Background: an optimization exercise with open tools, aiming at small area. Do not read the settings as production practice. RTL that was checked went through simulation tests only; none was proved equivalent to the original. For run 2, only the layout was checked, not whether the RTL still works. Power figures rest on the tool's default switching activity, not on a simulated workload.

==> flow/design.v (outline; a module is shown in full before it is edited, if it fits) <==
// module pulse_merge: 20 lines
// module pcie_tlp_demux: 180 lines
// module pcie_axi_master_rd: 500 lines
// module pcie_axi_master_wr: 298 lines
// module pcie_axi_master: 229 lines
module pcie_axi_master #
(
    parameter TLP_DATA_WIDTH = 64,
    parameter TLP_STRB_WIDTH = TLP_DATA_WIDTH/32,
    parameter TLP_HDR_WIDTH = 128,
    parameter TLP_SEG_COUNT = 1,
    parameter AXI_DATA_WIDTH = TLP_DATA_WIDTH,
    parameter AXI_ADDR_WIDTH = 64,
    parameter AXI_STRB_WIDTH = (AXI_DATA_WIDTH/8),
    parameter AXI_ID_WIDTH = 8,
    parameter AXI_MAX_BURST_LEN = 256,
    parameter TLP_FORCE_64_BIT_ADDR = 0
)
(
    input  wire                                    clk,
    input  wire                                    rst,
    input  wire [TLP_DATA_WIDTH-1:0]               rx_req_tlp_data,
    input  wire [TLP_SEG_COUNT*TLP_HDR_WIDTH-1:0]  rx_req_tlp_hdr,
    input  wire [TLP_SEG_COUNT-1:0]                rx_req_tlp_valid,
    input  wire [TLP_SEG_COUNT-1:0]                rx_req_tlp_sop,
    input  wire [TLP_SEG_COUNT-1:0]                rx_req_tlp_eop,
    output wire                                    rx_req_tlp_ready,
    output wire [TLP_DATA_WIDTH-1:0]               tx_cpl_tlp_data,
    output wire [TLP_STRB_WIDTH-1:0]               tx_cpl_tlp_strb,
    output wire [TLP_SEG_COUNT*TLP_HDR_WIDTH-1:0]  tx_cpl_tlp_hdr,
    output wire [TLP_SEG_COUNT-1:0]                tx_cpl_tlp_valid,
    output wire [TLP_SEG_COUNT-1:0]                tx_cpl_tlp_sop,
    output wire [TLP_SEG_COUNT-1:0]                tx_cpl_tlp_eop,
    input  wire                                    tx_cpl_tlp_ready,
    output wire [AXI_ID_WIDTH-1:0]                 m_axi_awid,
    output wire [AXI_ADDR_WIDTH-1:0]               m_axi_awaddr,
    output wire [7:0]                              m_axi_awlen,
    output wire [2:0]                              m_axi_awsize,
    output wire [1:0]                              m_axi_awburst,
    output wire                                    m_axi_awlock,
    output wire [3:0]                              m_axi_awcache,
    output wire [2:0]                              m_axi_awprot,
    output wire                                    m_axi_awvalid,
    input  wire                                    m_axi_awready,
    output wire [AXI_DATA_WIDTH-1:0]               m_axi_wdata,
    output wire [AXI_STRB_WIDTH-1:0]               m_axi_wstrb,
    output wire                                    m_axi_wlast,
    output wire                                    m_axi_wvalid,
    input  wire                                    m_axi_wready,
    input  wire [AXI_ID_WIDTH-1:0]                 m_axi_bid,
    input  wire [1:0]                              m_axi_bresp,
    input  wire                                    m_axi_bvalid,
    output wire                                    m_axi_bready,
    output wire [AXI_ID_WIDTH-1:0]                 m_axi_arid,
    output wire [AXI_ADDR_WIDTH-1:0]               m_axi_araddr,
    output wire [7:0]                              m_axi_arlen,
    output wire [2:0]                              m_axi_arsize,
    output wire [1:0]                              m_axi_arburst,
  // ...
==> flow/run.sh <==
#!/bin/bash
# synth_recipe.tcl (not shown) runs the flow's synth.tcl, then flattens the netlist and writes it again
# the make line also repeats each setting of config.mk as NAME=value (left out here)
make -C /OpenROAD-flow-scripts/flow DESIGN_CONFIG=/design/flow/config.mk WORK_HOME=/design/flow/orfs CLKGATE_MAP_FILE= SYNTH_SCRIPT=/design/flow/synth_recipe.tcl finish
==> flow/config.mk <==
export PLATFORM = sky130hd
export DESIGN_NAME = pcie_axi_master
export DESIGN_NICKNAME = pcie_axi_master
export VERILOG_FILES = /design/flow/design.v
export SDC_FILE = /design/flow/constraint.sdc
export NUM_CORES = 4
export LEC_CHECK = 0
export CAP_MARGIN = 20
export CORE_MARGIN = 2
export CORE_UTILIZATION = 40
export SLEW_MARGIN = 20
==> flow/constraint.sdc <==
create_clock -name core_clock -period 8.0 [get_ports {clk}]
set_input_delay 1.6000 -clock core_clock [delete_from_list [all_inputs] [get_ports {clk}]]
set_output_delay 1.6000 -clock core_clock [all_outputs]
set_load 0.01 [all_outputs]
==> flow_metrics.tcl, run 1 <==
set metrics [dict create \
    path_cells "clkdlybuf4s50_1 -> or3_1 -> ha_1 -> o21ai_0 -> nand2_1 -> a221o_1 -> nand2_2 -> mux2_2 -> inv_1 -> ha_1 -> ha_1 -> inv_1 -> o21ai_0 -> a211oi_1 -> o41ai_1 -> and3_1 -> o31ai_2" \
    final_common_cell "edfxtp_1" \
    p_comb_frac 0.137 \
    ys_seq_area_frac 0.7614 \
    dp_hpwl_um 157900 \
    dr_total_vias 56500 \
    dpl-instance-area_um2 106400 \
    grt_pass1_wl_um 390000 \
    fin_nets 7006 \
    clockPowerShare 0.384 \
    holdPathStages 0 \
    drt-met1-wl_um 114100 \
    fillCellCount 20340 \
    n_tap_cell 3185 \
    core-area_um2 240100 \
    p_int_uw 23650 \
    crit_path_max_incr_delay_ns 0.53 \
    top_power_group "registers" \
    synth-main-ff-cell "edfxtp_1" \
    cp-startpoint "max_payload_size[0]" \
    cts_setup_buffers 0 \
    sh_seq_area 0.6384 \
    die_height_um 495.1 \
    final_cell_mix "edfxtp_1, clkdlybuf4s50_1, nor2_1" \
    largest_reg_flops 1460 \
    largest_class "registers" \
    buffer_area_frac 0.06227 \
    finalCritPeriodShare 0.7266 \
    stdcell_count 9983 \
    hold_buffers 0 \
    seq_cell_count 2459 \
    drt_iter0_drc 6828 \
    utilization 0.4792 \
    status "complete, no violations" \
    cpMostUsedCell "ha_1" \
]
==> module pcie_axi_master_rd, before the edit <==
module pcie_axi_master_rd #
(
    parameter TLP_DATA_WIDTH = 64,
    parameter TLP_STRB_WIDTH = TLP_DATA_WIDTH/32,
    parameter TLP_HDR_WIDTH = 128,
    parameter TLP_SEG_COUNT = 1,
    parameter AXI_DATA_WIDTH = TLP_DATA_WIDTH,
    parameter AXI_ADDR_WIDTH = 64,
    parameter AXI_STRB_WIDTH = (AXI_DATA_WIDTH/8),
    parameter AXI_ID_WIDTH = 8,
    parameter AXI_MAX_BURST_LEN = 256,
    parameter TLP_FORCE_64_BIT_ADDR = 0
)
(
    input  wire                                    clk,
    input  wire                                    rst,
    input  wire [TLP_SEG_COUNT*TLP_HDR_WIDTH-1:0]  rx_req_tlp_hdr,
    input  wire [TLP_SEG_COUNT-1:0]                rx_req_tlp_valid,
    input  wire [TLP_SEG_COUNT-1:0]                rx_req_tlp_sop,
    input  wire [TLP_SEG_COUNT-1:0]                rx_req_tlp_eop,
    output wire                                    rx_req_tlp_ready,
    output wire [TLP_DATA_WIDTH-1:0]               tx_cpl_tlp_data,
    output wire [TLP_STRB_WIDTH-1:0]               tx_cpl_tlp_strb,
    output wire [TLP_SEG_COUNT*TLP_HDR_WIDTH-1:0]  tx_cpl_tlp_hdr,
    output wire [TLP_SEG_COUNT-1:0]                tx_cpl_tlp_valid,
    output wire [TLP_SEG_COUNT-1:0]                tx_cpl_tlp_sop,
    output wire [TLP_SEG_COUNT-1:0]                tx_cpl_tlp_eop,
    input  wire                                    tx_cpl_tlp_ready,
    output wire [AXI_ID_WIDTH-1:0]                 m_axi_arid,
    output wire [AXI_ADDR_WIDTH-1:0]               m_axi_araddr,
    output wire [7:0]                              m_axi_arlen,
    output wire [2:0]                              m_axi_arsize,
    output wire [1:0]                              m_axi_arburst,
    output wire                                    m_axi_arlock,
    output wire [3:0]                              m_axi_arcache,
    output wire [2:0]                              m_axi_arprot,
    output wire                                    m_axi_arvalid,
    input  wire                                    m_axi_arready,
    input  wire [AXI_ID_WIDTH-1:0]                 m_axi_rid,
    input  wire [AXI_DATA_WIDTH-1:0]               m_axi_rdata,
    input  wire [1:0]                              m_axi_rresp,
    input  wire                                    m_axi_rlast,
    input  wire                                    m_axi_rvalid,
    output wire                                    m_axi_rready,
    input  wire [15:0]                             completer_id,
    input  wire [2:0]                              max_payload_size,
    output wire                                    status_error_cor,
    output wire                                    status_error_uncor
);
localparam [1:0]
    AXI_STATE_IDLE = 2'd0,
    AXI_STATE_START = 2'd1;
reg [1:0] axi_state_reg, axi_state_next;
localparam [1:0]
    TLP_STATE_IDLE = 2'd0,
    TLP_STATE_HEADER = 2'd1,
    TLP_STATE_TRANSFER = 2'd2;
reg [1:0] tlp_state_reg, tlp_state_next;
reg transfer_in_save;
reg tlp_cmd_ready;
reg [63:0] m_axi_araddr_reg, m_axi_araddr_next;
reg first_reg, first_next;
reg [12:0] op_count_reg, op_count_next;
reg [10:0] op_dword_count_reg, op_dword_count_next;
reg [6:0] tlp_lower_addr_reg, tlp_lower_addr_next;
reg [11:0] tlp_len_reg, tlp_len_next;
reg offset_reg, offset_next;
reg [10:0] dword_count_reg, dword_count_next;
reg [9:0] input_cycle_count_reg, input_cycle_count_next;
reg [9:0] output_cycle_count_reg, output_cycle_count_next;
reg input_active_reg, input_active_next;
reg bubble_cycle_reg, bubble_cycle_next;
reg last_cycle_reg, last_cycle_next;
reg [15:0] requester_id_reg, requester_id_next;
reg [9:0] tag_reg, tag_next;
reg [2:0] tc_reg, tc_next;
reg [2:0] attr_reg, attr_next;
reg [6:0] tlp_cmd_lower_addr_reg, tlp_cmd_lower_addr_next;
reg [11:0] tlp_cmd_byte_len_reg, tlp_cmd_byte_len_next;
reg [10:0] tlp_cmd_dword_len_reg, tlp_cmd_dword_len_next;
reg tlp_cmd_bubble_cycle_reg, tlp_cmd_bubble_cycle_next;
reg [15:0] tlp_cmd_requester_id_reg, tlp_cmd_requester_id_next;
reg [9:0] tlp_cmd_tag_reg, tlp_cmd_tag_next;
reg [2:0] tlp_cmd_tc_reg, tlp_cmd_tc_next;
reg [2:0] tlp_cmd_attr_reg, tlp_cmd_attr_next;
reg tlp_cmd_valid_reg, tlp_cmd_valid_next;
reg rx_req_tlp_ready_reg, rx_req_tlp_ready_next;
reg [7:0] m_axi_arlen_reg, m_axi_arlen_next;
reg m_axi_arvalid_reg, m_axi_arvalid_next;
reg m_axi_rready_reg, m_axi_rready_next;
reg [63:0] save_axi_rdata_reg;
wire [63:0] shift_axi_rdata = offset_reg ? {m_axi_rdata[31:0], save_axi_rdata_reg[63:32]} : m_axi_rdata;
wire [10:0] max_payload_size_dw = 11'd32 << (max_payload_size > 4 ? 3'd4 : max_payload_size);
wire        hdr_fmt0 = rx_req_tlp_hdr[125];
wire [9:0]  hdr_tag = {rx_req_tlp_hdr[119], rx_req_tlp_hdr[115], rx_req_tlp_hdr[79:72]};
wire [2:0]  hdr_tc = rx_req_tlp_hdr[118:116];
wire [2:0]  hdr_attr = {rx_req_tlp_hdr[114], rx_req_tlp_hdr[109:108]};
wire [10:0] hdr_length = {rx_req_tlp_hdr[105:96] == 0, rx_req_tlp_hdr[105:96]};
wire [15:0] hdr_requester_id = rx_req_tlp_hdr[95:80];
wire [3:0]  hdr_last_be = rx_req_tlp_hdr[71:68];
wire [3:0]  hdr_first_be = rx_req_tlp_hdr[67:64];
wire [63:2] hdr_addr = hdr_fmt0 ? rx_req_tlp_hdr[63:2] : {32'd0, rx_req_tlp_hdr[63:34]};
reg [1:0] first_be_offset;
reg [1:0] last_be_offset;
reg [2:0] single_dword_len;
reg [63:0] cur_addr;
reg [10:0] tlp_dword_count;
reg tlp_cmd_last;
reg [31:0] tmp;
reg  [63:0]  tx_cpl_tlp_data_int;
reg  [1:0]   tx_cpl_tlp_strb_int;
reg  [9:0]   tx_cpl_tlp_length_int;
reg          tx_cpl_tlp_valid_int;
reg          tx_cpl_tlp_sop_int;
reg          tx_cpl_tlp_eop_int;
reg          tx_cpl_tlp_ready_int_reg;
wire         tx_cpl_tlp_ready_int_early;
assign rx_req_tlp_ready = rx_req_tlp_ready_reg;
assign m_axi_arid = {AXI_ID_WIDTH{1'b0}};
assign m_axi_araddr = m_axi_araddr_reg;
assign m_axi_arlen = m_axi_arlen_reg;
assign m_axi_arsize = 3'd3;
assign m_axi_arburst = 2'b01;
assign m_axi_arlock = 1'b0;
assign m_axi_arcache = 4'b0011;
assign m_axi_arprot = 3'b010;
assign m_axi_arvalid = m_axi_arvalid_reg;
assign m_axi_rready = m_axi_rready_reg;
assign status_error_cor = 1'b0;
assign status_error_uncor = 1'b0;
always @* begin
    casez (hdr_first_be)
        4'b0000: single_dword_len = 3'd1;
        4'b0001: single_dword_len = 3'd1;
        4'b0010: single_dword_len = 3'd1;
        4'b0100: single_dword_len = 3'd1;
        4'b1000: single_dword_len = 3'd1;
        4'b0011: single_dword_len = 3'd2;
        4'b0110: single_dword_len = 3'd2;
        4'b1100: single_dword_len = 3'd2;
        4'b01z1: single_dword_len = 3'd3;
        4'b1z10: single_dword_len = 3'd3;
        4'b1zz1: single_dword_len = 3'd4;
        default: single_dword_len = 3'd1;
    endcase
    casez (hdr_first_be)
        4'b0000: first_be_offset = 2'b00;
        4'bzzz1: first_be_offset = 2'b00;
        4'bzz10: first_be_offset = 2'b01;
        4'bz100: first_be_offset = 2'b10;
        4'b1000: first_be_offset = 2'b11;
        default: first_be_offset = 2'b00;
    endcase
    casez (hdr_last_be)
        4'b0000: last_be_offset = 2'b00;
        4'b1zzz: last_be_offset = 2'b00;
        4'b01zz: last_be_offset = 2'b01;
        4'b001z: last_be_offset = 2'b10;
        4'b0001: last_be_offset = 2'b11;
        default: last_be_offset = 2'b00;
    endcase
end
always @* begin
    axi_state_next = AXI_STATE_IDLE;
    rx_req_tlp_ready_next = 1'b0;
    m_axi_araddr_next = m_axi_araddr_reg;
    first_next = first_reg;
    m_axi_arlen_next = m_axi_arlen_reg;
    m_axi_arvalid_next = m_axi_arvalid_reg && !m_axi_arready;
    op_count_next = op_count_reg;
    op_dword_count_next = op_dword_count_reg;
    tlp_cmd_lower_addr_next = tlp_cmd_lower_addr_reg;
    tlp_cmd_byte_len_next = tlp_cmd_byte_len_reg;
    tlp_cmd_dword_len_next = tlp_cmd_dword_len_reg;
    tlp_cmd_bubble_cycle_next = tlp_cmd_bubble_cycle_reg;
    tlp_cmd_requester_id_next = tlp_cmd_requester_id_reg;
    tlp_cmd_tag_next = tlp_cmd_tag_reg;
    tlp_cmd_tc_next = tlp_cmd_tc_reg;
    tlp_cmd_attr_next = tlp_cmd_attr_reg;
    tlp_cmd_valid_next = tlp_cmd_valid_reg && !tlp_cmd_ready;
    if (first_reg) begin
        cur_addr = m_axi_araddr_reg;
    end else begin
        cur_addr = {m_axi_araddr_reg[63:12], m_axi_araddr_reg[11:7] + max_payload_size_dw[9:5], 7'd0};
    end
    tlp_dword_count = 11'd0;
    tlp_cmd_last = 1'b0;
    tmp = 32'd0;
    case (axi_state_reg)
        AXI_STATE_IDLE: begin
            rx_req_tlp_ready_next = (!m_axi_arvalid_reg || m_axi_arready) && !tlp_cmd_valid_reg;
            if (rx_req_tlp_ready && rx_req_tlp_valid && rx_req_tlp_sop) begin
                m_axi_araddr_next = {hdr_addr[63:2], first_be_offset};
                first_next = 1'b1;
                op_dword_count_next = hdr_length;
                if (hdr_length == 1) begin
                    op_count_next = single_dword_len;
                end else begin
                    op_count_next = (hdr_length << 2) - first_be_offset - last_be_offset;
                end
                tlp_cmd_requester_id_next = hdr_requester_id;
                tlp_cmd_tag_next = hdr_tag;
                tlp_cmd_tc_next = hdr_tc;
                tlp_cmd_attr_next = hdr_attr;
                rx_req_tlp_ready_next = 1'b0;
                axi_state_next = AXI_STATE_START;
            end
        end
        AXI_STATE_START: begin
            if (!tlp_cmd_valid_reg && !m_axi_arvalid_reg) begin
                if (op_dword_count_reg <= max_payload_size_dw) begin
                    tlp_dword_count = op_dword_count_reg;
                    tlp_cmd_last = 1'b1;
                end else begin
                    tlp_dword_count = max_payload_size_dw - cur_addr[6:2];
                    tlp_cmd_last = 1'b0;
                end
                op_count_next = op_count_reg - (tlp_dword_count << 2) + cur_addr[1:0];
                op_dword_count_next = op_dword_count_reg - tlp_dword_count;
                tlp_cmd_lower_addr_next = cur_addr[6:0];
                tlp_cmd_byte_len_next = op_count_reg[11:0];
                tlp_cmd_dword_len_next = tlp_dword_count;
                tlp_cmd_bubble_cycle_next = cur_addr[2];
                tlp_cmd_valid_next = 1'b1;
                m_axi_araddr_next = cur_addr;
                first_next = 1'b0;
                tmp = (tlp_dword_count + cur_addr[2] - 1) >> 1;
                m_axi_arlen_next = tmp[7:0];
                m_axi_arvalid_next = 1'b1;
                if (!tlp_cmd_last) begin
                    axi_state_next = AXI_STATE_START;
                end else begin
                    axi_state_next = AXI_STATE_IDLE;
                end
            end else begin
                axi_state_next = AXI_STATE_START;
            end
        end
        default: begin
            axi_state_next = AXI_STATE_IDLE;
        end
    endcase
end
reg [10:0] tlp_cmd_dword_len_m1;
reg [9:0] tlp_cmd_input_cycle_len;
reg [9:0] tlp_cmd_output_cycle_len;
always @* begin
    tlp_cmd_dword_len_m1 = tlp_cmd_dword_len_reg - 1;
    tlp_cmd_output_cycle_len = tlp_cmd_dword_len_m1[10:1];
    tlp_cmd_input_cycle_len = tlp_cmd_bubble_cycle_reg ? tlp_cmd_dword_len_reg[10:1] : tlp_cmd_dword_len_m1[10:1];
end
always @* begin
    tlp_state_next = TLP_STATE_IDLE;
    transfer_in_save = 1'b0;
    tlp_cmd_ready = 1'b0;
    m_axi_rready_next = 1'b0;
    tlp_lower_addr_next = tlp_lower_addr_reg;
    tlp_len_next = tlp_len_reg;
    dword_count_next = dword_count_reg;
    offset_next = offset_reg;
    input_cycle_count_next = input_cycle_count_reg;
    output_cycle_count_next = output_cycle_count_reg;
    input_active_next = input_active_reg;
    bubble_cycle_next = bubble_cycle_reg;
    last_cycle_next = last_cycle_reg;
    requester_id_next = requester_id_reg;
    tag_next = tag_reg;
    tc_next = tc_reg;
    attr_next = attr_reg;
    tx_cpl_tlp_data_int = shift_axi_rdata;
    tx_cpl_tlp_strb_int = 2'b00;
    tx_cpl_tlp_valid_int = 1'b0;
    tx_cpl_tlp_sop_int = 1'b0;
    tx_cpl_tlp_eop_int = 1'b0;
    case (tlp_state_reg)
        TLP_STATE_IDLE: begin
            m_axi_rready_next = 1'b0;
            tlp_lower_addr_next = tlp_cmd_lower_addr_reg;
            tlp_len_next = tlp_cmd_byte_len_reg;
            dword_count_next = tlp_cmd_dword_len_reg;
            offset_next = tlp_cmd_bubble_cycle_reg;
            input_cycle_count_next = tlp_cmd_input_cycle_len;
            output_cycle_count_next = tlp_cmd_output_cycle_len;
            input_active_next = 1'b1;
            bubble_cycle_next = tlp_cmd_bubble_cycle_reg;
            last_cycle_next = tlp_cmd_output_cycle_len == 0;
            requester_id_next = tlp_cmd_requester_id_reg;
            tag_next = tlp_cmd_tag_reg;
            tc_next = tlp_cmd_tc_reg;
            attr_next = tlp_cmd_attr_reg;
            if (tlp_cmd_valid_reg) begin
                tlp_cmd_ready = 1'b1;
                m_axi_rready_next = tx_cpl_tlp_ready_int_early;
                tlp_state_next = TLP_STATE_HEADER;
            end else begin
                tlp_state_next = TLP_STATE_IDLE;
            end
        end
        TLP_STATE_HEADER, TLP_STATE_TRANSFER: begin
            m_axi_rready_next = tx_cpl_tlp_ready_int_early && input_active_reg;
            if (tx_cpl_tlp_ready_int_reg && ((m_axi_rready && m_axi_rvalid) || !input_active_reg)) begin
                transfer_in_save = tlp_state_reg == TLP_STATE_TRANSFER || (m_axi_rready && m_axi_rvalid);
                if (input_active_reg) begin
                    input_cycle_count_next = input_cycle_count_reg - 1;
                    input_active_next = input_cycle_count_reg != 0;
                end
                if (tlp_state_reg == TLP_STATE_HEADER && bubble_cycle_reg) begin
                    bubble_cycle_next = 1'b0;
                    m_axi_rready_next = tx_cpl_tlp_ready_int_early && input_active_next;
                    tlp_state_next = TLP_STATE_HEADER;
                end else begin
                    dword_count_next = dword_count_reg - 2;
                    output_cycle_count_next = output_cycle_count_reg - 1;
                    last_cycle_next = output_cycle_count_next == 0;
                    tx_cpl_tlp_data_int = shift_axi_rdata;
                    if (dword_count_reg >= 2) begin
                        tx_cpl_tlp_strb_int = 2'b11;
                    end else begin
                        tx_cpl_tlp_strb_int = 2'b11 >> (2 - dword_count_reg);
                    end
                    tx_cpl_tlp_valid_int = 1'b1;
                    tx_cpl_tlp_sop_int = tlp_state_reg == TLP_STATE_HEADER;
                    tx_cpl_tlp_eop_int = 1'b0;
                    if (last_cycle_reg) begin
                        tx_cpl_tlp_eop_int = 1'b1;
                        tlp_lower_addr_next = tlp_cmd_lower_addr_reg;
                        tlp_len_next = tlp_cmd_byte_len_reg;
                        dword_count_next = tlp_cmd_dword_len_reg;
                        offset_next = tlp_cmd_bubble_cycle_reg;
                        input_cycle_count_next = tlp_cmd_input_cycle_len;
                        output_cycle_count_next = tlp_cmd_output_cycle_len;
                        input_active_next = 1'b1;
                        bubble_cycle_next = tlp_cmd_bubble_cycle_reg;
                        last_cycle_next = tlp_cmd_output_cycle_len == 0;
                        requester_id_next = tlp_cmd_requester_id_reg;
                        tag_next = tlp_cmd_tag_reg;
                        tc_next = tlp_cmd_tc_reg;
                        attr_next = tlp_cmd_attr_reg;
                        if (tlp_cmd_valid_reg) begin
                            tlp_cmd_ready = 1'b1;
                            m_axi_rready_next = tx_cpl_tlp_ready_int_early;
                            tlp_state_next = TLP_STATE_HEADER;
                        end else begin
                            m_axi_rready_next = 1'b0;
                            tlp_state_next = TLP_STATE_IDLE;
                        end
                    end else begin
                        m_axi_rready_next = tx_cpl_tlp_ready_int_early && input_active_next;
                        tlp_state_next = TLP_STATE_TRANSFER;
                    end
                end
            end else begin
                tlp_state_next = tlp_state_reg;
            end
        end
        default: begin
            tlp_state_next = TLP_STATE_IDLE;
        end
    endcase
    tx_cpl_tlp_length_int = dword_count_reg[9:0];
end
always @(posedge clk) begin
    axi_state_reg <= axi_state_next;
    tlp_state_reg <= tlp_state_next;
    m_axi_araddr_reg <= m_axi_araddr_next;
    first_reg <= first_next;
    op_count_reg <= op_count_next;
    op_dword_count_reg <= op_dword_count_next;
    tlp_lower_addr_reg <= tlp_lower_addr_next;
    tlp_len_reg <= tlp_len_next;
    dword_count_reg <= dword_count_next;
    offset_reg <= offset_next;
    input_cycle_count_reg <= input_cycle_count_next;
    output_cycle_count_reg <= output_cycle_count_next;
    input_active_reg <= input_active_next;
    bubble_cycle_reg <= bubble_cycle_next;
    last_cycle_reg <= last_cycle_next;
    requester_id_reg <= requester_id_next;
    tag_reg <= tag_next;
    tc_reg <= tc_next;
    attr_reg <= attr_next;
    tlp_cmd_lower_addr_reg <= tlp_cmd_lower_addr_next;
    tlp_cmd_byte_len_reg <= tlp_cmd_byte_len_next;
    tlp_cmd_dword_len_reg <= tlp_cmd_dword_len_next;
    tlp_cmd_bubble_cycle_reg <= tlp_cmd_bubble_cycle_next;
    tlp_cmd_requester_id_reg <= tlp_cmd_requester_id_next;
    tlp_cmd_tag_reg <= tlp_cmd_tag_next;
    tlp_cmd_tc_reg <= tlp_cmd_tc_next;
    tlp_cmd_attr_reg <= tlp_cmd_attr_next;
    tlp_cmd_valid_reg <= tlp_cmd_valid_next;
    rx_req_tlp_ready_reg <= rx_req_tlp_ready_next;
    m_axi_arlen_reg <= m_axi_arlen_next;
    m_axi_arvalid_reg <= m_axi_arvalid_next;
    m_axi_rready_reg <= m_axi_rready_next;
    if (transfer_in_save) begin
        save_axi_rdata_reg <= m_axi_rdata;
    end
    if (rst) begin
        axi_state_reg <= AXI_STATE_IDLE;
        tlp_state_reg <= TLP_STATE_IDLE;
        tlp_cmd_valid_reg <= 1'b0;
        rx_req_tlp_ready_reg <= 1'b0;
        m_axi_arvalid_reg <= 1'b0;
        m_axi_rready_reg <= 1'b0;
    end
end
localparam OW = 1+1+2+10+7+12+16+10+3+3;
reg [63:0]   tx_cpl_tlp_data_reg;
reg [OW-1:0] tx_cpl_tlp_info_reg;
reg          tx_cpl_tlp_valid_reg, tx_cpl_tlp_valid_next;
reg [63:0]   temp_tx_cpl_tlp_data_reg;
reg [OW-1:0] temp_tx_cpl_tlp_info_reg;
reg          temp_tx_cpl_tlp_valid_reg, temp_tx_cpl_tlp_valid_next;
wire [OW-1:0] tx_cpl_tlp_info_int = {tx_cpl_tlp_sop_int, tx_cpl_tlp_eop_int, tx_cpl_tlp_strb_int,
    tx_cpl_tlp_length_int, tlp_lower_addr_reg, tlp_len_reg, requester_id_reg, tag_reg, tc_reg, attr_reg};
reg store_axis_int_to_output;
reg store_axis_int_to_temp;
reg store_axis_temp_to_output;
wire        o_sop, o_eop;
wire [1:0]  o_strb;
wire [9:0]  o_length;
wire [6:0]  o_lower_addr;
wire [11:0] o_byte_count;
wire [15:0] o_requester_id;
wire [9:0]  o_tag;
wire [2:0]  o_tc;
wire [2:0]  o_attr;
assign {o_sop, o_eop, o_strb, o_length, o_lower_addr, o_byte_count, o_requester_id, o_tag, o_tc, o_attr} = tx_cpl_tlp_info_reg;
assign tx_cpl_tlp_data   = tx_cpl_tlp_data_reg;
assign tx_cpl_tlp_strb   = o_strb;
assign tx_cpl_tlp_hdr    = {
    3'b010,              
    5'b01010,            
    o_tag[9],            
    o_tc,                
    o_tag[8],            
    o_attr[2],           
    1'b0,                
    1'b0,                
    1'b0,                
    1'b0,                
    o_attr[1:0],         
    2'b00,               
    o_length,            
    completer_id,        
    3'b000,              
    1'b0,                
    o_byte_count,        
    o_requester_id,      
    o_tag[7:0],          
    1'b0,
    o_lower_addr,        
    32'd0
};
assign tx_cpl_tlp_valid  = tx_cpl_tlp_valid_reg;
assign tx_cpl_tlp_sop    = o_sop;
assign tx_cpl_tlp_eop    = o_eop;
assign tx_cpl_tlp_ready_int_early = tx_cpl_tlp_ready || (!temp_tx_cpl_tlp_valid_reg && !tx_cpl_tlp_valid_reg);
always @* begin
    tx_cpl_tlp_valid_next = tx_cpl_tlp_valid_reg;
    temp_tx_cpl_tlp_valid_next = temp_tx_cpl_tlp_valid_reg;
    store_axis_int_to_output = 1'b0;
    store_axis_int_to_temp = 1'b0;
    store_axis_temp_to_output = 1'b0;
    if (tx_cpl_tlp_ready_int_reg) begin
        if (tx_cpl_tlp_ready || !tx_cpl_tlp_valid_reg) begin
            tx_cpl_tlp_valid_next = tx_cpl_tlp_valid_int;
            store_axis_int_to_output = 1'b1;
        end else begin
            temp_tx_cpl_tlp_valid_next = tx_cpl_tlp_valid_int;
            store_axis_int_to_temp = 1'b1;
        end
    end else if (tx_cpl_tlp_ready) begin
        tx_cpl_tlp_valid_next = temp_tx_cpl_tlp_valid_reg;
        temp_tx_cpl_tlp_valid_next = 1'b0;
        store_axis_temp_to_output = 1'b1;
    end
end
always @(posedge clk) begin
    tx_cpl_tlp_valid_reg <= tx_cpl_tlp_valid_next;
    tx_cpl_tlp_ready_int_reg <= tx_cpl_tlp_ready_int_early;
    temp_tx_cpl_tlp_valid_reg <= temp_tx_cpl_tlp_valid_next;
    if (store_axis_int_to_output) begin
        tx_cpl_tlp_data_reg <= tx_cpl_tlp_data_int;
        tx_cpl_tlp_info_reg <= tx_cpl_tlp_info_int;
    end else if (store_axis_temp_to_output) begin
        tx_cpl_tlp_data_reg <= temp_tx_cpl_tlp_data_reg;
        tx_cpl_tlp_info_reg <= temp_tx_cpl_tlp_info_reg;
    end
    if (store_axis_int_to_temp) begin
        temp_tx_cpl_tlp_data_reg <= tx_cpl_tlp_data_int;
        temp_tx_cpl_tlp_info_reg <= tx_cpl_tlp_info_int;
    end
    if (rst) begin
        tx_cpl_tlp_valid_reg <= 1'b0;
        tx_cpl_tlp_ready_int_reg <= 1'b0;
        temp_tx_cpl_tlp_valid_reg <= 1'b0;
    end
end
endmodule
==> module pcie_axi_master_wr, before the edit <==
module pcie_axi_master_wr #
(
    parameter TLP_DATA_WIDTH = 64,
    parameter TLP_HDR_WIDTH = 128,
    parameter TLP_SEG_COUNT = 1,
    parameter AXI_DATA_WIDTH = TLP_DATA_WIDTH,
    parameter AXI_ADDR_WIDTH = 64,
    parameter AXI_STRB_WIDTH = (AXI_DATA_WIDTH/8),
    parameter AXI_ID_WIDTH = 8,
    parameter AXI_MAX_BURST_LEN = 256,
    parameter TLP_FORCE_64_BIT_ADDR = 0
)
(
    input  wire                                    clk,
    input  wire                                    rst,
    input  wire [TLP_DATA_WIDTH-1:0]               rx_req_tlp_data,
    input  wire [TLP_SEG_COUNT*TLP_HDR_WIDTH-1:0]  rx_req_tlp_hdr,
    input  wire [TLP_SEG_COUNT-1:0]                rx_req_tlp_valid,
    input  wire [TLP_SEG_COUNT-1:0]                rx_req_tlp_sop,
    input  wire [TLP_SEG_COUNT-1:0]                rx_req_tlp_eop,
    output wire                                    rx_req_tlp_ready,
    output wire [AXI_ID_WIDTH-1:0]                 m_axi_awid,
    output wire [AXI_ADDR_WIDTH-1:0]               m_axi_awaddr,
    output wire [7:0]                              m_axi_awlen,
    output wire [2:0]                              m_axi_awsize,
    output wire [1:0]                              m_axi_awburst,
    output wire                                    m_axi_awlock,
    output wire [3:0]                              m_axi_awcache,
    output wire [2:0]                              m_axi_awprot,
    output wire                                    m_axi_awvalid,
    input  wire                                    m_axi_awready,
    output wire [AXI_DATA_WIDTH-1:0]               m_axi_wdata,
    output wire [AXI_STRB_WIDTH-1:0]               m_axi_wstrb,
    output wire                                    m_axi_wlast,
    output wire                                    m_axi_wvalid,
    input  wire                                    m_axi_wready,
    input  wire [AXI_ID_WIDTH-1:0]                 m_axi_bid,
    input  wire [1:0]                              m_axi_bresp,
    input  wire                                    m_axi_bvalid,
    output wire                                    m_axi_bready,
    output wire                                    status_error_uncor
);
localparam FIFO_DEPTH = 20;
localparam [1:0]
    STATE_IDLE = 2'd0,
    STATE_TRANSFER = 2'd1,
    STATE_WAIT_END = 2'd2;
reg [1:0] state_reg, state_next;
reg [10:0] op_dword_count_reg, op_dword_count_next;
reg [7:0] input_cycle_count_reg, input_cycle_count_next;
reg [7:0] output_cycle_count_reg, output_cycle_count_next;
reg input_active_reg, input_active_next;
reg first_cycle_reg, first_cycle_next;
reg last_cycle_reg, last_cycle_next;
reg [3:0] first_be_reg, first_be_next;
reg [3:0] last_be_reg, last_be_next;
reg offset_reg, offset_next;
reg last_cycle_offset_reg, last_cycle_offset_next;
reg rx_req_tlp_ready_reg, rx_req_tlp_ready_next;
reg [63:2] m_axi_awaddr_reg, m_axi_awaddr_next;
reg [7:0] m_axi_awlen_reg, m_axi_awlen_next;
reg m_axi_awvalid_reg, m_axi_awvalid_next;
reg [63:0] save_tlp_data_reg;
reg status_error_uncor_reg, status_error_uncor_next;
reg [10:0] tr_dword_count;
reg [31:0] tmp;
reg  [63:0] m_axi_wdata_int;
reg  [7:0]  m_axi_wstrb_int;
reg         m_axi_wvalid_int;
reg         m_axi_wlast_int;
wire        m_axi_wready_int;
wire        hdr_fmt0 = rx_req_tlp_hdr[125];
wire        hdr_ep = rx_req_tlp_hdr[110];
wire [10:0] hdr_length = {rx_req_tlp_hdr[105:96] == 0, rx_req_tlp_hdr[105:96]};
wire [3:0]  hdr_last_be = rx_req_tlp_hdr[71:68];
wire [3:0]  hdr_first_be = rx_req_tlp_hdr[67:64];
wire [63:2] hdr_addr = hdr_fmt0 ? rx_req_tlp_hdr[63:2] : {32'd0, rx_req_tlp_hdr[63:34]};
wire [63:2] next_addr = {m_axi_awaddr_reg[63:11] + 53'd1, m_axi_awaddr_reg[10:3], 1'b0};
assign rx_req_tlp_ready = rx_req_tlp_ready_reg;
assign m_axi_awid = {AXI_ID_WIDTH{1'b0}};
assign m_axi_awaddr = {m_axi_awaddr_reg, 2'b00};
assign m_axi_awlen = m_axi_awlen_reg;
assign m_axi_awsize = 3'd3;
assign m_axi_awburst = 2'b01;
assign m_axi_awlock = 1'b0;
assign m_axi_awcache = 4'b0011;
assign m_axi_awprot = 3'b010;
assign m_axi_awvalid = m_axi_awvalid_reg;
assign m_axi_bready = 1'b1;
assign status_error_uncor = status_error_uncor_reg;
always @* begin
    state_next = STATE_IDLE;
    op_dword_count_next = op_dword_count_reg;
    input_cycle_count_next = input_cycle_count_reg;
    output_cycle_count_next = output_cycle_count_reg;
    input_active_next = input_active_reg;
    first_cycle_next = first_cycle_reg;
    last_cycle_next = last_cycle_reg;
    first_be_next = first_be_reg;
    last_be_next = last_be_reg;
    offset_next = offset_reg;
    last_cycle_offset_next = last_cycle_offset_reg;
    rx_req_tlp_ready_next = 1'b0;
    m_axi_awaddr_next = m_axi_awaddr_reg;
    m_axi_awlen_next = m_axi_awlen_reg;
    m_axi_awvalid_next = m_axi_awvalid_reg && !m_axi_awready;
    m_axi_wdata_int = offset_reg ? {rx_req_tlp_data[31:0], save_tlp_data_reg[63:32]} : rx_req_tlp_data;
    m_axi_wstrb_int = 8'hff;
    m_axi_wvalid_int = 1'b0;
    m_axi_wlast_int = 1'b0;
    status_error_uncor_next = 1'b0;
    tr_dword_count = 11'd0;
    tmp = 32'd0;
    case (state_reg)
        STATE_IDLE: begin
            rx_req_tlp_ready_next = (!m_axi_awvalid_reg || m_axi_awready) && m_axi_wready_int;
            if (rx_req_tlp_ready && rx_req_tlp_valid && rx_req_tlp_sop) begin
                op_dword_count_next = hdr_length;
                first_be_next = hdr_first_be;
                last_be_next = hdr_length == 1 ? hdr_first_be : hdr_last_be;
                if (hdr_length <= 11'd512) begin
                    tr_dword_count = hdr_length;
                    tmp = (tr_dword_count + hdr_addr[2] - 1) >> 1;
                end else begin
                    tr_dword_count = 11'd512 - hdr_addr[2];
                    tmp = (tr_dword_count - 1) >> 1;
                end
                m_axi_awlen_next = tmp[7:0];
                m_axi_awaddr_next = hdr_addr;
                offset_next = hdr_addr[2];
                first_cycle_next = 1'b1;
                tmp = (tr_dword_count - 1) >> 1;
                input_cycle_count_next = tmp[7:0];
                output_cycle_count_next = m_axi_awlen_next;
                last_cycle_offset_next = hdr_addr[2] ^ tr_dword_count[0];
                last_cycle_next = m_axi_awlen_next == 0;
                input_active_next = tmp[12:0] != 0;
                op_dword_count_next = hdr_length - tr_dword_count;
                if (!hdr_ep) begin
                    m_axi_awvalid_next = 1'b1;
                    rx_req_tlp_ready_next = 1'b0;
                    state_next = STATE_TRANSFER;
                end else begin
                    status_error_uncor_next = 1'b1;
                    if (rx_req_tlp_eop) begin
                        state_next = STATE_IDLE;
                    end else begin
                        rx_req_tlp_ready_next = 1'b1;
                        state_next = STATE_WAIT_END;
                    end
                end
            end
        end
        STATE_TRANSFER: begin
            rx_req_tlp_ready_next = m_axi_wready_int && input_active_reg && !first_cycle_reg;
            if ((rx_req_tlp_ready && rx_req_tlp_valid) || !input_active_reg || first_cycle_reg) begin
                if (first_cycle_reg) begin
                    m_axi_wdata_int = offset_reg ? {save_tlp_data_reg[31:0], save_tlp_data_reg[63:32]} : save_tlp_data_reg;
                    rx_req_tlp_ready_next = m_axi_wready_int && input_active_reg;
                    m_axi_wstrb_int = offset_reg ? {first_be_reg, 4'b0000} : {4'b1111, first_be_reg};
                end
                if (input_active_reg && !first_cycle_reg) begin
                    input_cycle_count_next = input_cycle_count_reg - 1;
                    input_active_next = input_cycle_count_next != 0;
                end
                output_cycle_count_next = output_cycle_count_reg - 1;
                last_cycle_next = output_cycle_count_next == 0;
                if (last_cycle_reg) begin
                    if (op_dword_count_reg == 0) begin
                        if (last_cycle_offset_reg) begin
                            m_axi_wstrb_int = m_axi_wstrb_int & {4'b0000, last_be_reg};
                        end else begin
                            m_axi_wstrb_int = m_axi_wstrb_int & {last_be_reg, 4'b1111};
                        end
                    end
                    m_axi_wlast_int = 1'b1;
                end
                m_axi_wvalid_int = 1'b1;
                first_cycle_next = 1'b0;
                if (!last_cycle_reg) begin
                    rx_req_tlp_ready_next = m_axi_wready_int && input_active_next;
                    state_next = STATE_TRANSFER;
                end else if (op_dword_count_reg != 0) begin
                    if (op_dword_count_reg <= 11'd512) begin
                        tr_dword_count = op_dword_count_reg;
                    end else begin
                        tr_dword_count = 11'd512;
                    end
                    tmp = (tr_dword_count - 1) >> 1;
                    m_axi_awlen_next = tmp[7:0];
                    m_axi_awaddr_next = next_addr;
                    tmp = (tr_dword_count - offset_reg - 1) >> 1;
                    input_cycle_count_next = tmp[7:0];
                    output_cycle_count_next = m_axi_awlen_next;
                    last_cycle_offset_next = tr_dword_count[0];
                    last_cycle_next = m_axi_awlen_next == 0;
                    input_active_next = tmp[12:0] != 0;
                    op_dword_count_next = op_dword_count_reg - tr_dword_count;
                    m_axi_awvalid_next = 1'b1;
                    rx_req_tlp_ready_next = m_axi_wready_int && input_active_next;
                    state_next = STATE_TRANSFER;
                end else begin
                    rx_req_tlp_ready_next = (!m_axi_awvalid_reg || m_axi_awready) && m_axi_wready_int;
                    state_next = STATE_IDLE;
                end
            end else begin
                state_next = STATE_TRANSFER;
            end
        end
        STATE_WAIT_END: begin
            rx_req_tlp_ready_next = 1'b1;
            if (rx_req_tlp_ready && rx_req_tlp_valid) begin
                if (rx_req_tlp_eop) begin
                    rx_req_tlp_ready_next = (!m_axi_awvalid_reg || m_axi_awready) && m_axi_wready_int;
                    state_next = STATE_IDLE;
                end else begin
                    state_next = STATE_WAIT_END;
                end
            end else begin
                state_next = STATE_WAIT_END;
            end
        end
        default: begin
            state_next = STATE_IDLE;
        end
    endcase
end
always @(posedge clk) begin
    state_reg <= state_next;
    op_dword_count_reg <= op_dword_count_next;
    input_cycle_count_reg <= input_cycle_count_next;
    output_cycle_count_reg <= output_cycle_count_next;
    input_active_reg <= input_active_next;
    first_cycle_reg <= first_cycle_next;
    last_cycle_reg <= last_cycle_next;
    first_be_reg <= first_be_next;
    last_be_reg <= last_be_next;
    offset_reg <= offset_next;
    last_cycle_offset_reg <= last_cycle_offset_next;
    rx_req_tlp_ready_reg <= rx_req_tlp_ready_next;
    m_axi_awaddr_reg <= m_axi_awaddr_next;
    m_axi_awlen_reg <= m_axi_awlen_next;
    m_axi_awvalid_reg <= m_axi_awvalid_next;
    status_error_uncor_reg <= status_error_uncor_next;
    if (rx_req_tlp_ready && rx_req_tlp_valid) begin
        save_tlp_data_reg <= rx_req_tlp_data;
    end
    if (rst) begin
        state_reg <= STATE_IDLE;
        rx_req_tlp_ready_reg <= 1'b0;
        m_axi_awvalid_reg <= 1'b0;
        status_error_uncor_reg <= 1'b0;
    end
end
reg [63:0] m_axi_wdata_reg;
reg [7:0]  m_axi_wstrb_reg;
reg        m_axi_wlast_reg;
reg        m_axi_wvalid_reg;
reg [4:0] out_fifo_wr_ptr_reg;
reg [4:0] out_fifo_rd_ptr_reg;
reg [4:0] out_fifo_count_reg;
reg out_fifo_half_full_reg;
reg [72:0] out_fifo_mem [FIFO_DEPTH-1:0];
wire out_fifo_empty = out_fifo_count_reg == 0;
wire out_fifo_rd = !out_fifo_empty && (!m_axi_wvalid_reg || m_axi_wready);
assign m_axi_wready_int = !out_fifo_half_full_reg;
assign m_axi_wdata  = m_axi_wdata_reg;
assign m_axi_wstrb  = m_axi_wstrb_reg;
assign m_axi_wvalid = m_axi_wvalid_reg;
assign m_axi_wlast  = m_axi_wlast_reg;
integer i;
always @(posedge clk) begin
    for (i = 0; i < FIFO_DEPTH; i = i + 1) begin
        if (m_axi_wvalid_int && out_fifo_wr_ptr_reg == i) begin
            out_fifo_mem[i] <= {m_axi_wlast_int, m_axi_wstrb_int, m_axi_wdata_int};
        end
    end
end
always @(posedge clk) begin
    m_axi_wvalid_reg <= m_axi_wvalid_reg && !m_axi_wready;
    out_fifo_half_full_reg <= out_fifo_count_reg >= 16;
    if (m_axi_wvalid_int) begin
        out_fifo_wr_ptr_reg <= out_fifo_wr_ptr_reg == FIFO_DEPTH-1 ? 5'd0 : out_fifo_wr_ptr_reg + 5'd1;
    end
    out_fifo_count_reg <= out_fifo_count_reg + m_axi_wvalid_int - out_fifo_rd;
    if (out_fifo_rd) begin
        {m_axi_wlast_reg, m_axi_wstrb_reg, m_axi_wdata_reg} <= out_fifo_mem[out_fifo_rd_ptr_reg];
        m_axi_wvalid_reg <= 1'b1;
        out_fifo_rd_ptr_reg <= out_fifo_rd_ptr_reg == FIFO_DEPTH-1 ? 5'd0 : out_fifo_rd_ptr_reg + 5'd1;
    end
    if (rst) begin
        out_fifo_wr_ptr_reg <= 0;
        out_fifo_rd_ptr_reg <= 0;
        out_fifo_count_reg <= 0;
        m_axi_wvalid_reg <= 1'b0;
    end
end
endmodule
==> run 2, diff against run 1 <==
--- a/flow/design.v
+++ b/flow/design.v
@@ -273,19 +273,17 @@
 reg [6:0] tlp_lower_addr_reg, tlp_lower_addr_next;
 reg [11:0] tlp_len_reg, tlp_len_next;
 reg offset_reg, offset_next;
-reg [10:0] dword_count_reg, dword_count_next;
-reg [9:0] input_cycle_count_reg, input_cycle_count_next;
-reg [9:0] output_cycle_count_reg, output_cycle_count_next;
-reg input_active_reg, input_active_next;
+reg [9:0] dword_count_reg, dword_count_next;
 reg bubble_cycle_reg, bubble_cycle_next;
-reg last_cycle_reg, last_cycle_next;
+wire last_cycle_reg = dword_count_reg <= 2;
+wire input_active_reg = !(offset_reg && !bubble_cycle_reg && dword_count_reg == 1);
 reg [15:0] requester_id_reg, requester_id_next;
 reg [9:0] tag_reg, tag_next;
 reg [2:0] tc_reg, tc_next;
 reg [2:0] attr_reg, attr_next;
 reg [6:0] tlp_cmd_lower_addr_reg, tlp_cmd_lower_addr_next;
 reg [11:0] tlp_cmd_byte_len_reg, tlp_cmd_byte_len_next;
-reg [10:0] tlp_cmd_dword_len_reg, tlp_cmd_dword_len_next;
+reg [9:0] tlp_cmd_dword_len_reg, tlp_cmd_dword_len_next;
 reg tlp_cmd_bubble_cycle_reg, tlp_cmd_bubble_cycle_next;
 reg [15:0] tlp_cmd_requester_id_reg, tlp_cmd_requester_id_next;
 reg [9:0] tlp_cmd_tag_reg, tlp_cmd_tag_next;
@@ -427,7 +425,7 @@
                 op_dword_count_next = op_dword_count_reg - tlp_dword_count;
                 tlp_cmd_lower_addr_next = cur_addr[6:0];
                 tlp_cmd_byte_len_next = op_count_reg[11:0];
-                tlp_cmd_dword_len_next = tlp_dword_count;
+                tlp_cmd_dword_len_next = tlp_dword_count[9:0];
                 tlp_cmd_bubble_cycle_next = cur_addr[2];
                 tlp_cmd_valid_next = 1'b1;
                 m_axi_araddr_next = cur_addr;
@@ -449,14 +447,6 @@
         end
     endcase
 end
-reg [10:0] tlp_cmd_dword_len_m1;
-reg [9:0] tlp_cmd_input_cycle_len;
-reg [9:0] tlp_cmd_output_cycle_len;
-always @* begin
-    tlp_cmd_dword_len_m1 = tlp_cmd_dword_len_reg - 1;
-    tlp_cmd_output_cycle_len = tlp_cmd_dword_len_m1[10:1];
-    tlp_cmd_input_cycle_len = tlp_cmd_bubble_cycle_reg ? tlp_cmd_dword_len_reg[10:1] : tlp_cmd_dword_len_m1[10:1];
-end
 always @* begin
     tlp_state_next = TLP_STATE_IDLE;
     transfer_in_save = 1'b0;
@@ -466,11 +456,7 @@
     tlp_len_next = tlp_len_reg;
     dword_count_next = dword_count_reg;
     offset_next = offset_reg;
-    input_cycle_count_next = input_cycle_count_reg;
-    output_cycle_count_next = output_cycle_count_reg;
-    input_active_next = input_active_reg;
     bubble_cycle_next = bubble_cycle_reg;
-    last_cycle_next = last_cycle_reg;
     requester_id_next = requester_id_reg;
     tag_next = tag_reg;
     tc_next = tc_reg;
@@ -487,11 +473,7 @@
             tlp_len_next = tlp_cmd_byte_len_reg;
             dword_count_next = tlp_cmd_dword_len_reg;
             offset_next = tlp_cmd_bubble_cycle_reg;
-            input_cycle_count_next = tlp_cmd_input_cycle_len;
-            output_cycle_count_next = tlp_cmd_output_cycle_len;
-            input_active_next = 1'b1;
             bubble_cycle_next = tlp_cmd_bubble_cycle_reg;
-            last_cycle_next = tlp_cmd_output_cycle_len == 0;
             requester_id_next = tlp_cmd_requester_id_reg;
             tag_next = tlp_cmd_tag_reg;
             tc_next = tlp_cmd_tc_reg;
@@ -508,18 +490,12 @@
             m_axi_rready_next = tx_cpl_tlp_ready_int_early && input_active_reg;
             if (tx_cpl_tlp_ready_int_reg && ((m_axi_rready && m_axi_rvalid) || !input_active_reg)) begin
                 transfer_in_save = tlp_state_reg == TLP_STATE_TRANSFER || (m_axi_rready && m_axi_rvalid);
-                if (input_active_reg) begin
-                    input_cycle_count_next = input_cycle_count_reg - 1;
-                    input_active_next = input_cycle_count_reg != 0;
-                end
                 if (tlp_state_reg == TLP_STATE_HEADER && bubble_cycle_reg) begin
                     bubble_cycle_next = 1'b0;
-                    m_axi_rready_next = tx_cpl_tlp_ready_int_early && input_active_next;
+                    m_axi_rready_next = tx_cpl_tlp_ready_int_early && dword_count_reg != 1;
                     tlp_state_next = TLP_STATE_HEADER;
                 end else begin
                     dword_count_next = dword_count_reg - 2;
-                    output_cycle_count_next = output_cycle_count_reg - 1;
-                    last_cycle_next = output_cycle_count_next == 0;
                     tx_cpl_tlp_data_int = shift_axi_rdata;
                     if (dword_count_reg >= 2) begin
                         tx_cpl_tlp_strb_int = 2'b11;
@@ -535,11 +511,7 @@
                         tlp_len_next = tlp_cmd_byte_len_reg;
                         dword_count_next = tlp_cmd_dword_len_reg;
                         offset_next = tlp_cmd_bubble_cycle_reg;
-                        input_cycle_count_next = tlp_cmd_input_cycle_len;
-                        output_cycle_count_next = tlp_cmd_output_cycle_len;
-                        input_active_next = 1'b1;
                         bubble_cycle_next = tlp_cmd_bubble_cycle_reg;
-                        last_cycle_next = tlp_cmd_output_cycle_len == 0;
                         requester_id_next = tlp_cmd_requester_id_reg;
                         tag_next = tlp_cmd_tag_reg;
                         tc_next = tlp_cmd_tc_reg;
@@ -553,7 +525,7 @@
                             tlp_state_next = TLP_STATE_IDLE;
                         end
                     end else begin
-                        m_axi_rready_next = tx_cpl_tlp_ready_int_early && input_active_next;
+                        m_axi_rready_next = tx_cpl_tlp_ready_int_early && !(offset_reg && dword_count_next == 1);
                         tlp_state_next = TLP_STATE_TRANSFER;
                     end
                 end
@@ -565,7 +537,7 @@
             tlp_state_next = TLP_STATE_IDLE;
         end
     endcase
-    tx_cpl_tlp_length_int = dword_count_reg[9:0];
+    tx_cpl_tlp_length_int = dword_count_reg;
 end
 always @(posedge clk) begin
     axi_state_reg <= axi_state_next;
@@ -578,11 +550,7 @@
     tlp_len_reg <= tlp_len_next;
     dword_count_reg <= dword_count_next;
     offset_reg <= offset_next;
-    input_cycle_count_reg <= input_cycle_count_next;
-    output_cycle_count_reg <= output_cycle_count_next;
-    input_active_reg <= input_active_next;
     bubble_cycle_reg <= bubble_cycle_next;
-    last_cycle_reg <= last_cycle_next;
     requester_id_reg <= requester_id_next;
     tag_reg <= tag_next;
     tc_reg <= tc_next;
@@ -771,7 +739,7 @@
 reg [63:2] m_axi_awaddr_reg, m_axi_awaddr_next;
 reg [7:0] m_axi_awlen_reg, m_axi_awlen_next;
 reg m_axi_awvalid_reg, m_axi_awvalid_next;
-reg [63:0] save_tlp_data_reg;
+reg [63:32] save_tlp_data_reg;
 reg status_error_uncor_reg, status_error_uncor_next;
 reg [10:0] tr_dword_count;
 reg [31:0] tmp;
@@ -780,6 +748,8 @@
 reg         m_axi_wvalid_int;
 reg         m_axi_wlast_int;
 wire        m_axi_wready_int;
+reg         fifo_data_we;
+reg         data_offset;
 wire        hdr_fmt0 = rx_req_tlp_hdr[125];
 wire        hdr_ep = rx_req_tlp_hdr[110];
 wire [10:0] hdr_length = {rx_req_tlp_hdr[105:96] == 0, rx_req_tlp_hdr[105:96]};
@@ -815,10 +785,11 @@
     m_axi_awaddr_next = m_axi_awaddr_reg;
     m_axi_awlen_next = m_axi_awlen_reg;
     m_axi_awvalid_next = m_axi_awvalid_reg && !m_axi_awready;
-    m_axi_wdata_int = offset_reg ? {rx_req_tlp_data[31:0], save_tlp_data_reg[63:32]} : rx_req_tlp_data;
+    data_offset = offset_reg;
     m_axi_wstrb_int = 8'hff;
     m_axi_wvalid_int = 1'b0;
     m_axi_wlast_int = 1'b0;
+    fifo_data_we = 1'b0;
     status_error_uncor_next = 1'b0;
     tr_dword_count = 11'd0;
     tmp = 32'd0;
@@ -847,7 +818,20 @@
                 last_cycle_next = m_axi_awlen_next == 0;
                 input_active_next = tmp[12:0] != 0;
                 op_dword_count_next = hdr_length - tr_dword_count;
+                data_offset = hdr_addr[2];
+                m_axi_wstrb_int = hdr_addr[2] ? {hdr_first_be, 4'b0000} : {4'b1111, hdr_first_be};
+                if (last_cycle_next) begin
+                    if (op_dword_count_next == 0) begin
+                        if (last_cycle_offset_next) begin
+                            m_axi_wstrb_int = m_axi_wstrb_int & {4'b0000, last_be_next};
+                        end else begin
+                            m_axi_wstrb_int = m_axi_wstrb_int & {last_be_next, 4'b1111};
+                        end
+                    end
+                    m_axi_wlast_int = 1'b1;
+                end
                 if (!hdr_ep) begin
+                    fifo_data_we = 1'b1;
                     m_axi_awvalid_next = 1'b1;
                     rx_req_tlp_ready_next = 1'b0;
                     state_next = STATE_TRANSFER;
@@ -866,9 +850,7 @@
             rx_req_tlp_ready_next = m_axi_wready_int && input_active_reg && !first_cycle_reg;
             if ((rx_req_tlp_ready && rx_req_tlp_valid) || !input_active_reg || first_cycle_reg) begin
                 if (first_cycle_reg) begin
-                    m_axi_wdata_int = offset_reg ? {save_tlp_data_reg[31:0], save_tlp_data_reg[63:32]} : save_tlp_data_reg;
                     rx_req_tlp_ready_next = m_axi_wready_int && input_active_reg;
-                    m_axi_wstrb_int = offset_reg ? {first_be_reg, 4'b0000} : {4'b1111, first_be_reg};
                 end
                 if (input_active_reg && !first_cycle_reg) begin
                     input_cycle_count_next = input_cycle_count_reg - 1;
@@ -887,6 +869,7 @@
                     m_axi_wlast_int = 1'b1;
                 end
                 m_axi_wvalid_int = 1'b1;
+                fifo_data_we = !first_cycle_reg;
                 first_cycle_next = 1'b0;
                 if (!last_cycle_reg) begin
                     rx_req_tlp_ready_next = m_axi_wready_int && input_active_next;
@@ -954,7 +937,7 @@
     m_axi_awvalid_reg <= m_axi_awvalid_next;
     status_error_uncor_reg <= status_error_uncor_next;
     if (rx_req_tlp_ready && rx_req_tlp_valid) begin
-        save_tlp_data_reg <= rx_req_tlp_data;
+        save_tlp_data_reg <= rx_req_tlp_data[63:32];
     end
     if (rst) begin
         state_reg <= STATE_IDLE;
@@ -980,9 +963,12 @@
 assign m_axi_wvalid = m_axi_wvalid_reg;
 assign m_axi_wlast  = m_axi_wlast_reg;
 integer i;
+always @* begin
+    m_axi_wdata_int = data_offset ? {rx_req_tlp_data[31:0], save_tlp_data_reg[63:32]} : rx_req_tlp_data;
+end
 always @(posedge clk) begin
     for (i = 0; i < FIFO_DEPTH; i = i + 1) begin
-        if (m_axi_wvalid_int && out_fifo_wr_ptr_reg == i) begin
+        if (fifo_data_we && out_fifo_wr_ptr_reg == i) begin
             out_fifo_mem[i] <= {m_axi_wlast_int, m_axi_wstrb_int, m_axi_wdata_int};
         end
     end
==> flow/flow/run.sh (new file) <==
#!/bin/bash
set -e
cp standard.sh standard_sh.txt
export CTS_ARGS="-sink_clustering_enable -repair_clock_nets -dont_use_dummy_load"
export BUFFER_PORTS_ARGS="-buffer_cell sky130_fd_sc_hd__buf_1"
bash standard.sh > standard.log 2>&1
==> flow/standard.sh (new file) <==
#!/bin/bash
# synth_recipe.tcl (not shown) runs the flow's synth.tcl, then flattens the netlist and writes it again
# the make line also repeats each setting of config.mk as NAME=value (left out here)
make -C /OpenROAD-flow-scripts/flow DESIGN_CONFIG=/design/flow/config.mk WORK_HOME=/design/flow/orfs CLKGATE_MAP_FILE= SYNTH_SCRIPT=/design/flow/synth_recipe.tcl "${@:-finish}"
removed: flow/run.sh
==> run 2 against run 1 <==
- non-clock buffer count fell by 19
- clock skew rose by 0.017 ns
- global-route usage fell by 0.35 points
- die area fell by 3.5%
- clock-buffer cell count fell by 108
- first-iteration DRC count fell by 2.1%
- via count fell by 5.7%
- largest power group unchanged
==> flow_metrics.tcl, run 2 <==
set metrics [dict create \
    status "complete, no violations" \
    hold_path.class "reg -> reg" \
    ys_warn_count 9 \
    clock_skew_ns 0.09435 \
    clk_pin_slew_worst_paths_ns 0.06 \
    grt_pass1_wl_um 371700 \
    path_class "reg -> reg" \
    grt_pass1_vias 52780 \
    slew_viol_final 0 \
    reg2reg_slack_ns 2.18 \
    slowest_stage "or4_1" \
    cts_tree "yes" \
    synth_most_common_cell "edfxtp_1" \
    antenna_found_initial 38 \
    r2r-end "pcie_axi_master_wr_inst.out_fifo_mem[5][67]$_DFFE_PP_" \
    wl_per_cell_um 28.39 \
    start_util 0.4012 \
    areaGrowthSynthToFinish_pct 12.68 \
    rsz0062_at_grt "false" \
    yosysTopAreaCellShare 0.7615 \
    postSynthAreaPerCell_um2 17.03 \
    cpLargestDelayFamily "simple AND/OR/NAND/NOR gates" \
    path_cells "or4_1 -> nor2_1 -> a21oi_1 -> o21ai_0 -> ha_1 -> inv_1 -> fa_1 -> a21oi_1 -> o221ai_1 -> nand2_1 -> xnor2_1 -> or4_4 -> nor4_4 -> a31oi_2" \
    setup_viol 0 \
    clk_latency_ns 0.89 \
    cp_data_required_time_ns 8.46 \
    largest_reg_flops 1460 \
    utilization 0.4521 \
    die_height_um 486.3 \
    synth.distinct_cells 84 \
    worst_pin_slew_ns 1.143 \
    clock-sinks 2399 \
    fin_nets 6516 \
    viasPerCell 5.816 \
    dp_hpwl_um 146700 \
    synthTopCellsByArea "edfxtp_1, mux2_2, a22oi_1, a222oi_1, ha_1" \
    cts_max_level 4 \
    final_cell_mix "edfxtp_1, buf_1, mux2_2" \
    fillCellCount 19920 \
    io_buffers 606 \
    arrival_ns 6.28 \
    hold_viol_final 0 \
    cts_buffer_depth 3 \
    track_usage 0.2146 \
    fin_setup_tns_ns 0 \
    num_rows 177 \
    fmax_mhz 171.9 \
    crit_path_max_incr_delay_ns 0.72 \
    cpMostUsedCell "a21oi_1" \
    drc 0 \
    synth_common_cells "edfxtp_1, mux2_2, clkbuf_1, a22oi_1, nand2_1" \
    die_x_um 486.3 \
    hold_buffers 0 \
    cts-root-buf "clkbuf_16" \
    core-area_um2 231900 \
    grt_max_degree 131 \
    drt_iter0_drc 6688 \
    gp_congestion 0.8435 \
    min_period_ns 5.817 \
    grt.overflow.total 0 \
    ant_nets 0 \
    holdPathStages 0 \
    cts-resized-gates 0 \
    yosys_register_bits 2399 \
    critPathLaunchType "flip-flop" \
    io_pins 771 \
    yosys.area.top_type "edfxtp_1" \
    die-area_um2 236400 \
    dr_total_vias 53290 \
    syn_inst 5462 \
    leakage_uw 0.03347 \
    first_pass_iters 9 \
    finalCritPeriodShare 0.7271 \
    worstSetupEndpointType "flip-flop" \
    cts_setup_buffers 0 \
    drive_gt1_frac 0.1125 \
    drt_wl_total_um 260200 \
    slew_headroom 0.2381 \
    synth-main-ff-cell "edfxtp_1" \
    cp_max_fo 20 \
    r2r_cells 14 \
    min_from "pcie_axi_master_rd_inst.tlp_cmd_lower_addr_reg[0]$_DFFE_PP_" \
    crit_buf_inv 1 \
    synth_area_um2 93030 \
    async_flop_share 0 \
    final_common_cell "edfxtp_1" \
    ys_seq_area_frac 0.7701 \
    maxCapViolCount 0 \
    synth-edff-count 2359 \
    min_to "pcie_axi_master_rd_inst.tlp_lower_addr_reg[0]$_DFFE_PP_" \
    ir_drop_uv 348.1 \
    powerDensity_nw_per_um2 276.9 \
    r2r_start "pcie_tlp_demux_inst.out_tlp_hdr_reg[101]$_DFFE_PN_" \
    cts_buffers 239 \
]
-- run 2: worst max-delay path by stage --
stage	startpoint	endpoint	cells past startpoint
after floorplan	tx_cpl_tlp_ready	flip-flop	5
after global placement	max_payload_size[2]	pcie_axi_master_rd_inst.op_dword_count_reg[10]$_DFFE_PP_	19
after detailed placement	max_payload_size[2]	pcie_axi_master_rd_inst.op_dword_count_reg[10]$_DFFE_PP_	19
after CTS	pcie_tlp_demux_inst.out_tlp_hdr_reg[101]$_DFFE_PN_	pcie_axi_master_wr_inst.out_fifo_mem[5][67]$_DFFE_PP_	14
after global routing	pcie_tlp_demux_inst.out_tlp_hdr_reg[101]$_DFFE_PN_	pcie_axi_master_wr_inst.out_fifo_mem[5][67]$_DFFE_PP_	12
final	pcie_tlp_demux_inst.out_tlp_hdr_reg[101]$_DFFE_PN_	pcie_axi_master_wr_inst.out_fifo_mem[5][67]$_DFFE_PP_	14
-- run 2: metrics by stage --
step / total power [µW] / worst slack, ns / cell area (µm²) / instances / hold slack, ns
detailed placement: 19860 / 1.520 / 98810 / 8910 / 0.3914
global placement: 19780 / 1.562 / 98770 / 8909 / 0.3857
floorplan: 18000 / 0.1686 / 93400 / 5559 / 0.4003
finish: 29030 / 2.183 / 104800 / 9163 / 0.3869
global route: 30020 / 1.791 / 104800 / 9154 / 0.4015
CTS: 29250 / 2.223 / 104800 / 9149 / 0.3910
-- run 2: final cells by class --
| class | instances | area, µm² | share of cell area |
|---|---|---|---|
| antenna | 14 | 35.03 | 0.0003342 |
| clock buffer | 239 | 5981 | 0.05706 |
| inverter | 93 | 354.1 | 0.003378 |
| multi-input combinational | 2667 | 19830 | 0.1892 |
| sequential | 2399 | 71640 | 0.6834 |
| tap | 3043 | 3807 | 0.03632 |
| timing repair buffer | 708 | 3174 | 0.03028 |
-- run 2: cells by family after synthesis --
kind of cell,share of synthesized area
buffers and inverters,0.02472
AOI/OAI and AO/OA,0.08558
muxes,0.04046
adders and majority gates,0.01410
xor gates and xnor gates,0.01400
and+or+nand+nor,0.05100
DFF,0.7701
other,0.00008073
-- run 2: power breakdown --
part | internal, µW | switching, µW | leakage [µW] | total [µW]
clock network | 5170 | 4270 | 0.00295 | 9450
registers | 15000 | 299 | 0.0224 | 15300
logic | 1230 | 3000 | 0.00813 | 4240
-- run 2: metal layers --
layer	wire length, µm	global-route usage	vias up
li1	-	-	23000
met1	104000	0.2852	27280
met2	126700	0.3579	2568
met3	22810	0.04390	418
met4	6530	0.05838	22
met5	141	0	-

## what the ideal ports hide
The flow's constraints put no driver on any port. The routed layouts listed below were extracted and timed again, unchanged, in two steps.
Step 1 sets driving cells, clkbuf_16 on the clock port and buf_2 on the other inputs (assumed; they add their load-dependent delay and slew).
Step 2 moves the port delays by t, midway between the first and last clock arrival at a register: inputs arrive t later, outputs are due t later. That takes back most of the time a late clock gives input paths.
Slacks: no drivers / after step 1 / after step 2; pairs: no drivers / after step 1.
run	t (ns)	setup slack, ns	worst data-port slew with drivers (ns)
run 1	0.992	2.187 / 2.246 / 1.255	0.12
run 2	0.932	2.183 / 2.183 / 1.493	0.14
After both steps setup and hold are still met in every run listed. For run 1, which loses most, drivers alone change the setup slack by +0.059 ns; drivers and shift together by -0.932 ns.
